Background: an optimization exercise with open tools, aiming at small area and a short achievable clock period. Do not read the settings as production practice. Where RTL was checked, it was by simulation tests only, not by an equivalence proof against the original. The RTL of run 2 was laid out without a check of its function.

==> flow/design.v (outline; a module is shown in full before it is edited, if it fits) <==
// module DMA_wrapper: 1280 lines
// module linebuf: 27 lines
module DMA_wrapper #(
    parameter integer M_AXIS_TDATA_WIDTH = 8,
    parameter integer S_AXIS_TDATA_WIDTH = 8,
    parameter DATA_RES = 8,
    parameter WEIGHT_RES = 8,
    parameter KERNEL_WIDTH = 3,
    parameter KERNEL_SIZE = 9,
    parameter MAX_DIM = 32
) (
    input   clk_i,
    input   resetn_i,
    input wire [WEIGHT_RES*(KERNEL_SIZE+1)-1:0] kernel_weights,
    input wire [$clog2(MAX_DIM)-1:0] image_dimension,
    output wire  m_axis_tvalid,
    output wire [M_AXIS_TDATA_WIDTH-1 : 0] m_axis_tdata,
    output wire  m_axis_tlast,
    input wire  m_axis_tready,
    output wire  s_axis_tready,
    input wire [S_AXIS_TDATA_WIDTH-1 : 0] s_axis_tdata,
    input wire  s_axis_tlast,
    input wire  s_axis_tvalid
);
  // ...
==> flow/run.sh <==
#!/bin/bash
# synth_recipe.tcl (not shown) runs the flow's synth.tcl, then flattens the netlist and writes it again
# the make line also repeats each setting of config.mk as NAME=value (left out here)
make -C /OpenROAD-flow-scripts/flow DESIGN_CONFIG=/design/flow/config.mk WORK_HOME=/design/flow/orfs CLKGATE_MAP_FILE= SYNTH_SCRIPT=/design/flow/synth_recipe.tcl finish
==> flow/config.mk <==
export PLATFORM = sky130hd
export DESIGN_NAME = DMA_wrapper
export DESIGN_NICKNAME = DMA_wrapper
export VERILOG_FILES = /design/flow/design.v
export SDC_FILE = /design/flow/constraint.sdc
export NUM_CORES = 4
export LEC_CHECK = 0
export CAP_MARGIN = 20
export CORE_MARGIN = 2
export CORE_UTILIZATION = 40
export SLEW_MARGIN = 20
==> flow/constraint.sdc <==
create_clock -name core_clock -period 8.5 [get_ports {clk_i}]
set_input_delay 1.7000 -clock core_clock [delete_from_list [all_inputs] [get_ports {clk_i}]]
set_output_delay 1.7000 -clock core_clock [all_outputs]
set_load 0.01 [all_outputs]
==> metrics.cfg, run 1 <==
[run_status]
outcome = no timing/DRC/antenna violations

[clock_network]
cts_root_buffer = clkbuf_16
ctsHoldBuffers = 0
worstSkewPairLatency_ns = 0.64

[critical_path]
worst_setup_path_start_kind = flop
path_cells = buf_4 -> nand2_1 -> fa_1 -> inv_1 -> fa_1 -> inv_1 -> fa_1 -> inv_1 -> fa_1 -> inv_1 -> fa_1 -> fa_1 -> inv_1 -> fa_1
rrSetupSlack_ns = 3.80
critPathTopFamily = adder cells
crit_buf_inv = 6
crit_top_cell = fa_1

[detailed_routing]
top_layer = met4
drt_iter0_markers = 611

[layout]
utilization = 0.466
num-nonclk-buffers = 126
drive_gt1_frac = 0.0814
register_area_um2 = 14400
final_cells = 4018
n_fill_cell = 7270
clock_buffers = 100
num_antenna_cells = 1
multiInputGateArea_um2 = 16700

[placement]
pre_cts_ws_ns = 3.82

[yosys]
synth_top_area_share = 0.430
synthesis.area_um2 = 33400
ys_ff_latch = 717

[sta]
relSlewSlack = 0.434

[grt]
grt_use_met3 = 0.0294
grt_pass1_vias = 21538
grt_max_degree = 27
use_met1 = 0.185
busiest_layer = met2

[worst_hold_path]
hold_end = lb2.s12[56]$_DFF_P_

[floorplanning]
row_count = 105

==> run 2, diff against run 1 <==
==> flow/design.v (replaced) <==
module PixelBuffer # (
	parameter DATA_RES = 8,
	parameter KERNEL_WIDTH = 3,
	parameter MAX_LINE_WIDTH = 32  
) (
	input  clk_i, 
	input  resetn_i, 
	input wire [DATA_RES-1:0] pixel_i, 
	input wire data_valid_i,
	input wire [4:0] read_address,
	output wire [KERNEL_WIDTH*DATA_RES-1:0] pixels_o,
	input wire [$clog2(MAX_LINE_WIDTH)-1:0] image_dimension
); 
	integer i;
	reg [DATA_RES-1:0] buffer [MAX_LINE_WIDTH-1:0]; 
	reg [$clog2(MAX_LINE_WIDTH)-1:0] write_address;  
	always @(posedge clk_i) begin 
		if (!resetn_i ) begin 
		    for(i=0;i<MAX_LINE_WIDTH;i=i+1) begin 
				buffer[i] <= 0; 
			end 
			write_address <= 'd0; 
		end else if (data_valid_i) begin 
			buffer[write_address] <= pixel_i; 
			write_address <= (write_address == image_dimension-1) ? 'd0 : write_address + 1;
		end
	end 
	assign pixels_o = {buffer[read_address], buffer[read_address+1], buffer[read_address+2]}; 	
endmodule 
module MAC # (
	parameter DATA_RES = 8, 
	parameter WEIGHT_RES = 8, 
	parameter KERNEL_SIZE = 9,
	parameter MAX_LINE_WIDTH = 32
) ( 
	input  clk_i, 
	input  resetn_i,
	input DMA_not_ready,  
	input wire [DATA_RES*KERNEL_SIZE-1:0] pixel_grid_i, 
	input wire data_valid_i, 
	input wire [WEIGHT_RES*(KERNEL_SIZE+1)-1:0] kernel_i, 
	output reg [DATA_RES-1:0] pixel_o, 
	output reg pixel_valid_o ,
	output wire [19:0] acc_o,
	output wire [19:0] acc_comb_o
); 
	localparam FxP_RES = 4;  
	integer i;
	reg signed [WEIGHT_RES-1:0] kernel [KERNEL_SIZE-1:0];
	reg signed [2*WEIGHT_RES-1:0] mul [KERNEL_SIZE-1:0];
	reg signed [19:0] acc_comb; 
	reg signed [19:0] acc; 
	reg mul_valid; 
	reg acc_valid; 
	assign acc_o = acc;
	assign acc_comb_o = acc_comb;
	always @(posedge clk_i) begin 
		if (!resetn_i) begin 
			for (i=0;i<9;i=i+1) begin 
				kernel[i] <= 'd0; 
			end 
		end else begin 
			for (i=0;i<9;i=i+1) begin 
				kernel[i] <= $signed(kernel_i[i*WEIGHT_RES+:WEIGHT_RES]); 
			end 
		end 
	end 
	always @(posedge clk_i) begin 
		if (!resetn_i ) begin 
			for (i=0;i<9;i=i+1) begin  
				mul[i] <= 'd0;  
			end 
			mul_valid <= 1'b0;
		end else if (!DMA_not_ready) begin 
			for (i=0;i<9;i=i+1) begin  
				mul[i] <= $signed(kernel[i])*$signed({1'b0, pixel_grid_i[i*DATA_RES+:DATA_RES]}); 
			end 
			mul_valid <= data_valid_i; 
		end 
	end 	
	always @(*) begin 
		acc_comb = 0; 
		for (i=0;i<9;i=i+1) begin 
			acc_comb = acc_comb + mul[i];
		end 
	end 
	always @(posedge clk_i) begin 
		if (!resetn_i ) begin 
			acc <= 'd0; 
			acc_valid <= 1'b0; 
		end else if (!DMA_not_ready) begin
			acc <= acc_comb >>> FxP_RES;  
			acc_valid <= mul_valid;
		end 
	end 
	always @(posedge clk_i) begin 
		if (!resetn_i) begin 
			pixel_o <= 'd0; 
			pixel_valid_o <= 1'b0; 
		end else if (!DMA_not_ready) begin 
			pixel_o <= ((acc > $signed('d255)) ? 'd255 : ((acc < $signed(0)) ? 0 : acc[DATA_RES-1:0]));  
			pixel_valid_o <= acc_valid; 
		end 
	end 
endmodule 
module CNN_control # (
	parameter DATA_RES = 8, 
	parameter WEIGHT_RES = 8, 
	parameter MAX_DIM = 32, 
	parameter KERNEL_WIDTH = 3,
	parameter KERNEL_SIZE = 9
) ( 
	input  clk_i, 
	input  resetn_i, 
	input wire [$clog2(MAX_DIM)-1:0] image_dimension,
	input DMA_not_ready,
	input wire [DATA_RES-1:0] pixel_i, 
	input wire data_valid_i, 
	input wire [WEIGHT_RES*(KERNEL_SIZE+1)-1:0] kernel_i,
	output wire [DATA_RES-1:0] pixel_o,
	output wire data_valid_o,
	output wire [1:0] control_state,
	output wire [19:0] acc,
	output wire [19:0] acc_comb
); 
	reg [$clog2(MAX_DIM*MAX_DIM)-1:0] total_pix_counter;  
	reg [$clog2(MAX_DIM)-1:0] row_pix_counter;   
	reg [1:0] write_state;		 
	reg [3:0] buffer_wr_en;   
	wire [KERNEL_WIDTH*DATA_RES-1:0] p_buffers [3:0];  
	reg [$clog2(MAX_DIM)-1:0] read_row_pix_counter;  
	reg [$clog2(MAX_DIM-KERNEL_WIDTH)-1:0] read_row_counter;  
	reg buffer_data_valid;                
	reg [1:0] read_state;			 
	reg [KERNEL_SIZE*DATA_RES-1:0] pixel_grid;
	reg flush_buffers;
	reg [1:0] State;
	localparam awaitBuffers = 2'b00;
	localparam doConv = 2'b01;
	localparam stallConv = 2'b10; 
	localparam imageDone = 2'b11;
	assign control_state = State;
	always @(posedge clk_i) begin  
		if (!resetn_i | flush_buffers) begin 
			total_pix_counter <= 'd0;
			row_pix_counter <= 'd0; 
		end else begin 
			if (data_valid_i) begin 
				total_pix_counter <= (total_pix_counter == image_dimension*image_dimension-1) ? 'd0 : total_pix_counter + 1;
				row_pix_counter <= (row_pix_counter == image_dimension-1) ? 'd0 : row_pix_counter + 1; 
			end 
		end 
	end 
	always @(posedge clk_i) begin  
		if (!resetn_i | flush_buffers) begin 
			read_row_pix_counter <= 'd0; 
			read_row_counter <= 'd0; 
		end else if (buffer_data_valid) begin 
			if (read_row_pix_counter == image_dimension-KERNEL_WIDTH) begin 
				read_row_pix_counter <= 'd0; 
				read_row_counter <= read_row_counter + 1; 
			end else begin 
				read_row_pix_counter <= read_row_pix_counter + 1; 
				read_row_counter <= read_row_counter;
			end 
		end 
	end 
	always @(posedge clk_i) begin 
		if (!resetn_i) begin 
			State <= awaitBuffers; 
			buffer_data_valid <= 1'b0;
			flush_buffers <= 1'b0; 
		end else begin  
			case (State) 
				awaitBuffers: begin 
					flush_buffers <= 1'b0; 
					buffer_data_valid <= 1'b0; 
					if (total_pix_counter == KERNEL_WIDTH*image_dimension-1) begin 	
						State <= doConv; 
					end else begin 
						State <= awaitBuffers;
					end 
				end 
				doConv: begin 
					flush_buffers <= 1'b0; 
					buffer_data_valid <= 1'b1;
					if (read_row_counter == (image_dimension-KERNEL_WIDTH) && read_row_pix_counter == (image_dimension-KERNEL_WIDTH-1)) begin 
						State <= imageDone; 
					end else if (read_row_pix_counter == image_dimension-KERNEL_WIDTH-1 && data_valid_i) begin 
						State <= stallConv; 
					end else begin 
						State <= doConv; 
					end  
				end 
				stallConv: begin 
					flush_buffers <= 1'b0; 
					buffer_data_valid <= 1'b0; 
					if (row_pix_counter == image_dimension-1 && data_valid_i) begin 
						State <= doConv; 
					end else begin 
						State <= stallConv;
					end 
				end 
				imageDone: begin 
					flush_buffers <= 1'b1; 
					buffer_data_valid <= 1'b0; 
					State <= awaitBuffers; 
				end 
			endcase 
		end 
	end 
	always @(posedge clk_i) begin 
		if (!resetn_i | flush_buffers) begin 
			write_state <= 'd0; 
		end else begin 
			if (row_pix_counter == image_dimension-1 && data_valid_i) begin 
				write_state <= write_state + 1;
			end 
		end 
	end 
	always @(*) begin 
		case (write_state)  
			2'd0: buffer_wr_en = 4'b0001; 
			2'd1: buffer_wr_en = 4'b0010; 
			2'd2: buffer_wr_en = 4'b0100; 
			2'd3: buffer_wr_en = 4'b1000; 
		endcase
	end 	
	always @(posedge clk_i) begin 
		if (!resetn_i | flush_buffers) begin 
			read_state <= 'd0; 
		end else if (read_row_pix_counter == image_dimension-KERNEL_WIDTH && buffer_data_valid) begin 
			read_state <= read_state + 1;
		end 
	end 
	always @(*) begin  
        case (read_state) 
            2'd0: begin 
				pixel_grid = {p_buffers[2], p_buffers[1], p_buffers[0]}; 
			end 
            2'd1: begin 
				pixel_grid = {p_buffers[3], p_buffers[2], p_buffers[1]}; 
			end 
			2'd2: begin 
				pixel_grid = {p_buffers[0], p_buffers[3], p_buffers[2]}; 
			end 
			2'd3: begin 
				pixel_grid = {p_buffers[1], p_buffers[0], p_buffers[3]}; 
			end 
		endcase
  end
	MAC # (
		.DATA_RES(DATA_RES), 
		.WEIGHT_RES(WEIGHT_RES), 
		.KERNEL_SIZE(KERNEL_SIZE), 
		.MAX_LINE_WIDTH(MAX_DIM)
	) MAC (
		.clk_i(clk_i), 
		.resetn_i(resetn_i), 
		.DMA_not_ready(DMA_not_ready),
		.pixel_grid_i(pixel_grid),
		.data_valid_i(buffer_data_valid), 
		.kernel_i(kernel_i),
		.pixel_o(pixel_o), 
		.pixel_valid_o(data_valid_o),
		.acc_o(acc),
		.acc_comb_o(acc_comb)
	); 
	generate 
		genvar i; 
		for (i = 0; i < 4; i = i + 1) begin : p
			PixelBuffer # (
				.DATA_RES(DATA_RES),
				.KERNEL_WIDTH(KERNEL_WIDTH),
				.MAX_LINE_WIDTH(MAX_DIM)
			) PixelBuffer (
				.clk_i(clk_i),
				.resetn_i(resetn_i), 
				.pixel_i(pixel_i), 
				.data_valid_i(buffer_wr_en[i] & data_valid_i), 
				.read_address(read_row_pix_counter),
				.pixels_o(p_buffers[i]),
				.image_dimension(image_dimension)
			);
		end 
	endgenerate 
endmodule 
module DMA_wrapper #
(
    parameter integer M_AXIS_TDATA_WIDTH	= 8,
    parameter integer S_AXIS_TDATA_WIDTH	= 8,
    parameter DATA_RES = 8,  
    parameter WEIGHT_RES = 8, 
    parameter KERNEL_WIDTH = 3, 
    parameter KERNEL_SIZE = 9,
    parameter MAX_DIM = 32
)
(
    input   clk_i,
    input   resetn_i,
    input wire [WEIGHT_RES*(KERNEL_SIZE+1)-1:0] kernel_weights,
    input wire [$clog2(MAX_DIM)-1:0] image_dimension,
    output wire  m_axis_tvalid,
    output wire [M_AXIS_TDATA_WIDTH-1 : 0] m_axis_tdata,
    output wire  m_axis_tlast,
    input wire  m_axis_tready,
    output wire  s_axis_tready,
    input wire [S_AXIS_TDATA_WIDTH-1 : 0] s_axis_tdata,
    input wire  s_axis_tlast,
    input wire  s_axis_tvalid
);
  wire [1:0] axi_state;
  wire [1:0] control_state;
  wire out_val;
  wire [19:0] acc;
  wire [19:0] acc_comb;
  wire [M_AXIS_TDATA_WIDTH-1:0] CNN_out;  
    CNN_control # (
        .DATA_RES(DATA_RES),
        .WEIGHT_RES(WEIGHT_RES),
        .MAX_DIM(MAX_DIM),
        .KERNEL_WIDTH(KERNEL_WIDTH),
        .KERNEL_SIZE(KERNEL_SIZE)
    ) CNN (
        .clk_i(clk_i), 
        .resetn_i(resetn_i),
        .image_dimension(image_dimension), 
        .DMA_not_ready(!m_axis_tready),
        .pixel_i(s_axis_tdata),
        .data_valid_i(s_axis_tvalid & m_axis_tready), 
        .kernel_i(kernel_weights), 
        .pixel_o(CNN_out),  
        .data_valid_o(out_val),  
        .control_state(control_state),
        .acc(acc),
        .acc_comb(acc_comb)
    );
    reg [M_AXIS_TDATA_WIDTH-1:0]    tdata_reg;
    reg                             tvalid_reg;
    reg                             tlast_reg;
    reg [1:0] State;
    localparam Init = 2'b00; 
    localparam Reading = 2'b01; 
    localparam Streaming = 2'b10;
    assign axi_state = State;
    reg [9:0] nr_of_writes;
    assign s_axis_tready = m_axis_tready;   
    assign m_axis_tvalid = tvalid_reg;      
    assign m_axis_tdata  = tdata_reg;       
    assign m_axis_tlast  = tlast_reg;       
    always @(posedge clk_i) begin 
        if (!resetn_i) begin 
            State <= Init; 
            tlast_reg <= 1'b0; 
            tvalid_reg <= 1'b0;
            tdata_reg <= 'd0;
            nr_of_writes <= 'b0;
        end else begin
            case(State) 
            Init: begin 
                tlast_reg <= 1'b0; 
                nr_of_writes <= (image_dimension - KERNEL_WIDTH + 1)*(image_dimension - KERNEL_WIDTH + 1);  
                tdata_reg <= 'd0;	
                tvalid_reg <= 1'b0;
                if (s_axis_tvalid & m_axis_tready) begin 
                    State <= Reading;			
                end else begin 
                    State <= Init; 
                end 
            end 
            Reading: begin 
                tlast_reg <= 1'b0; 
                if (out_val) begin  
                    tvalid_reg <= 1'b1;
                    nr_of_writes <= nr_of_writes - 1;
                    tdata_reg <= CNN_out;
                    State <= Streaming; 
                end else begin 
                    tvalid_reg <= 1'b0;
                    nr_of_writes <= nr_of_writes;
                    tdata_reg <= 'd0;
                    State <= Reading; 
                end 
            end  
            Streaming: begin 
                if (out_val) begin
                    tvalid_reg <= 1'b1;
                    nr_of_writes <= nr_of_writes - 1; 
                    tdata_reg <= CNN_out;
                end else begin 
                    tvalid_reg <= 1'b0;
                    nr_of_writes <= nr_of_writes;
                    tdata_reg <= tdata_reg;
                end 
                if (nr_of_writes == 'd1) begin 
                    tlast_reg <= 1'b1; 
                    State <= Streaming; 
                end else if (nr_of_writes == 'd0) begin 
                    tlast_reg <= 1'b0; 
                    State <= Init;
                end else begin
                    tlast_reg <= 1'b0; 
                    State <= Streaming;
                end 
        end 
        endcase 
    end 
 end 
endmodule
==> run 2 against run 1 <==
Still clean. Synthesized cell count grew to 3.0 times the previous value. Maximum frequency is 43% lower. Setup slack worse by 3.5 ns. First-iteration DRC count grew to 13 times the previous value. Routed wire length grew to 4.6 times the previous value. Worst hold slack better by 0.17 ns. Design area grew to 2.9 times the previous value. Core utilization is 1.8 points lower. Critical path type unchanged. Critical endpoint is now CNN.MAC.mul[4][14]$_SDFFE_PN0P_.
==> metrics.cfg, run 2 <==
[clock_network]
ctsHoldBuffers = 0  ; unchanged
cts_buffers = 157
cts_root_buffer = clkbuf_16
worstSkewPairLatency_ns = 0.84  ; +0.20 ns
clk_pin_slew_ns = 0.06
cts_num_sinks = 1347
h-tree-depth = 4
cts_max_path_buffers = 3
cts_tree = built

[floorplanning]
initial_utilization = 0.403
die_x_um = 508
core-area_um2 = 252000
pin_count = 109
die_height_um = 508
dieArea_um2 = 258000
row_count = 184  ; +75%

[detailed_routing]
drc = 0
dr_total_vias = 68965
wire_per_inst_um = 26.8
drt-total-wl_um = 315000
via_per_inst = 5.87
first_pass_iters = 6
ant_nets = 0
drt_iter0_markers = 8226  ; +1200%

[grt]
grtUsageTotal = 0.243
grt_first_pass_wirelength_um = 464000
grt_overflow = 0
antenna_found_initial = 11
grt_pass1_vias = 69068  ; +220%
grt_max_degree = 99  ; +270%

[yosys]
syn_area_per_cell_um2 = 12.4
synth_top_area_share = 0.303  ; -0.127
synthesis.area_um2 = 102000  ; +200%
ys_ff_latch = 1347  ; +88%
seq_area_frac_synth = 0.367
yosys_warnings = 6
synth_edf_count = 1024
synth_top_area_cell = edfxtp_1
ys.flop_type = edfxtp_1
synthTopCellsByCount = 1,477 x and2_1, 1,024 x edfxtp_1, 956 x mux4_2, 680 x inv_1, 550 x nor2_1
synth_most_common_cell = and2_1
async_flop_share = 0
syn_nets = 9227
syn_inst = 8196
synthTopCellsByArea = edfxtp_1 30%, mux4_2 21%, fa_1 9.2%, and2_1 9.1%, dfxtp_1 6.4%
ys_types = 76

[layout]
top_regs = CNN.p.PixelBuffer.buffer (1024), CNN.MAC.mul (144), CNN.MAC.kernel (72)
top_register = CNN.p.PixelBuffer.buffer
nNetsFinal = 9298
largest_reg_flops = 1024
drive_gt1_frac = 0.194  ; +0.113
syn_to_final_growth_pct = 11.2
layout_common_cells = 1,477 x and2_1, 1,024 x edfxtp_1, 956 x mux4_2, 679 x inv_1, 549 x nor2_1
n_fill_cell = 22619  ; +210%
layout_commonest_cell = and2_1

[critical_path]
required_ns = 9.18
worst-path-max-fanout = 25
path_class = flop to flop
critPathArrivalTime_ns = 8.87
cp-end-kind = flop
worst_setup_path_start_kind = flop

[sta]
hold_viol = 0
min_period_ns = 8.20
rsz0062_at_grt = no
worst_slew_pin_slew_ns = 1.23
fin_crit_sh = 0.964
clock_skew_ns = 0.0402
relSlewSlack = 0.176  ; -0.259
maxSlewViolCount = 0
finalSetupViolCount = 0
fmax_mhz = 122
whs_ns = 0.475
tns_ns = 0

[worst_hold_path]
hold_class = flop to flop

[placement]
place_congestion = 0.936
port_buffers = 99
dp_hpwl_um = 231000

[run_status]
outcome = no timing/DRC/antenna violations

[run]
drv_cap = 0

## run 2: cell types whose count changed after synthesis, sizes merged, moves of 74 or more
cell / change
xnor2: +136
mux2i: +207
buf: +155
o21ai: +220
and2: +1142
nor2: +536
xor2: +74
inv: +128
dfxtp: -394
mux4: +956
clkbuf: +303
edfxtp: +1024
ha: +393
a21oi: +137
## run 2: final cells by class
type | count | area (um^2) | share of cell area
timing repair buffer | 433 | 3980 | 0.0352
clock inverter | 91 | 945 | 0.00837
clock buffer | 192 | 4170 | 0.0370
inverter | 683 | 2570 | 0.0228
tap | 3348 | 4190 | 0.0371
multi-input combinational | 5645 | 59800 | 0.530
antenna | 5 | 12.5 | 0.000111
sequential | 1347 | 37200 | 0.330
## run 2: worst paths after layout
path | slack, ns | start | endpoint | depth (start not counted)
worst min register to register | 0.48 | nr_of_writes[4]$_SDFFE_PN0P_ | nr_of_writes[4]$_SDFFE_PN0P_ | 2
worst max register to register | 0.30 | CNN.read_row_pix_counter[1]$_SDFFE_PP0P_ | CNN.MAC.mul[4][14]$_SDFFE_PN0P_ | 25
worst max-delay path | 0.30 | CNN.read_row_pix_counter[1]$_SDFFE_PP0P_ | CNN.MAC.mul[4][14]$_SDFFE_PN0P_ | 25
worst min-delay path | 0.48 | nr_of_writes[4]$_SDFFE_PN0P_ | nr_of_writes[4]$_SDFFE_PN0P_ | 2
## run 2: worst max-delay path, cell delays in order, from the launching register on
cell	delay, ns
dfxtp_4	0.36
ha_4	0.46
buf_12	0.30
buf_4	0.25
mux4_2	0.51
mux4_2	0.57
mux2i_1	0.90
o22ai_1	0.16
nor2_1	0.14
a21oi_1	0.21
nand2_1	0.23
fa_1	0.47
fa_1	0.52
inv_1	0.06
fa_1	0.54
inv_1	0.05
fa_1	0.48
inv_1	0.05
ha_1	0.32
a21oi_1	0.23
o21bai_1	0.12
a2111o_1	0.45
a311oi_1	0.29
xnor2_1	0.13
mux2i_1	0.14
nor2_1	0.06
## run 2: kinds of logic after synthesis
kind of cell,Yosys count,share of synthesized area
compound gates,665,0.0406
xor+xnor,242,0.0211
fa+ha+maj,933,0.150
buf+inv,1204,0.0466
flops,1347,0.367
mux,1185,0.235
simple gates,2620,0.141
## run 2: per-stage QoR
stage / std cells / worst slack (ns) / utilization / area, um^2
6_report: 11744 / 0.302 / 0.448 / 113000
5_1_grt: 11739 / 0.0172 / 0.448 / 113000
4_1_cts: 11738 / 0.0907 / 0.448 / 113000
3_5_place_dp: 11455 / 0.125 / 0.428 / 108000
3_3_place_gp: 11454 / 0.105 / 0.427 / 108000
2_1_floorplan: 8196 / 1.22 / - / 102000
## run 2: per-layer routing
metal / part of all wire / GRT usage / vias to the layer above
met2: 0.47 / 0.387 / 3480
met1: 0.39 / 0.320 / 35181
li1: - / - / 29685
met5: 0.00022 / 0 / -
met4: 0.052 / 0.115 / 8
met3: 0.093 / 0.0487 / 611
## run 2: repair_timing
item | CTS | global route
buffers inserted | 0 | 0
endpoints found under the setup margin | 0 | 7
gates resized for setup | 0 | 9

-- port drivers added, routing unchanged --
The results above use ideal ports. As a check the final layouts listed here were re-extracted and re-timed, cells and wires unchanged. Step 1: set_driving_cell puts a clkbuf_16 on clk_i and a buf_2 on each other input, an assumption about the parent block. Step 2, shift: input delay + t, output delay - t, t = (earliest + latest rising clock arrival at the registers) / 2. This alone moves slack from input paths to output paths. a / b / c = ideal ports / drivers / drivers and shift; a / b = the first two.
run | t (ns) | setup WS [ns] | hold WS [ns] | cell pins on the clock port's net
run 1 | 0.672 | 3.803 / 3.803 / 3.803 | 0.307 / 0.307 / 0.307 | 1
run 2 | 0.914 | 0.302 / 0.302 / 0.302 | 0.475 / 0.475 / 0.475 | 1
After both steps setup and hold are still met in every run listed.
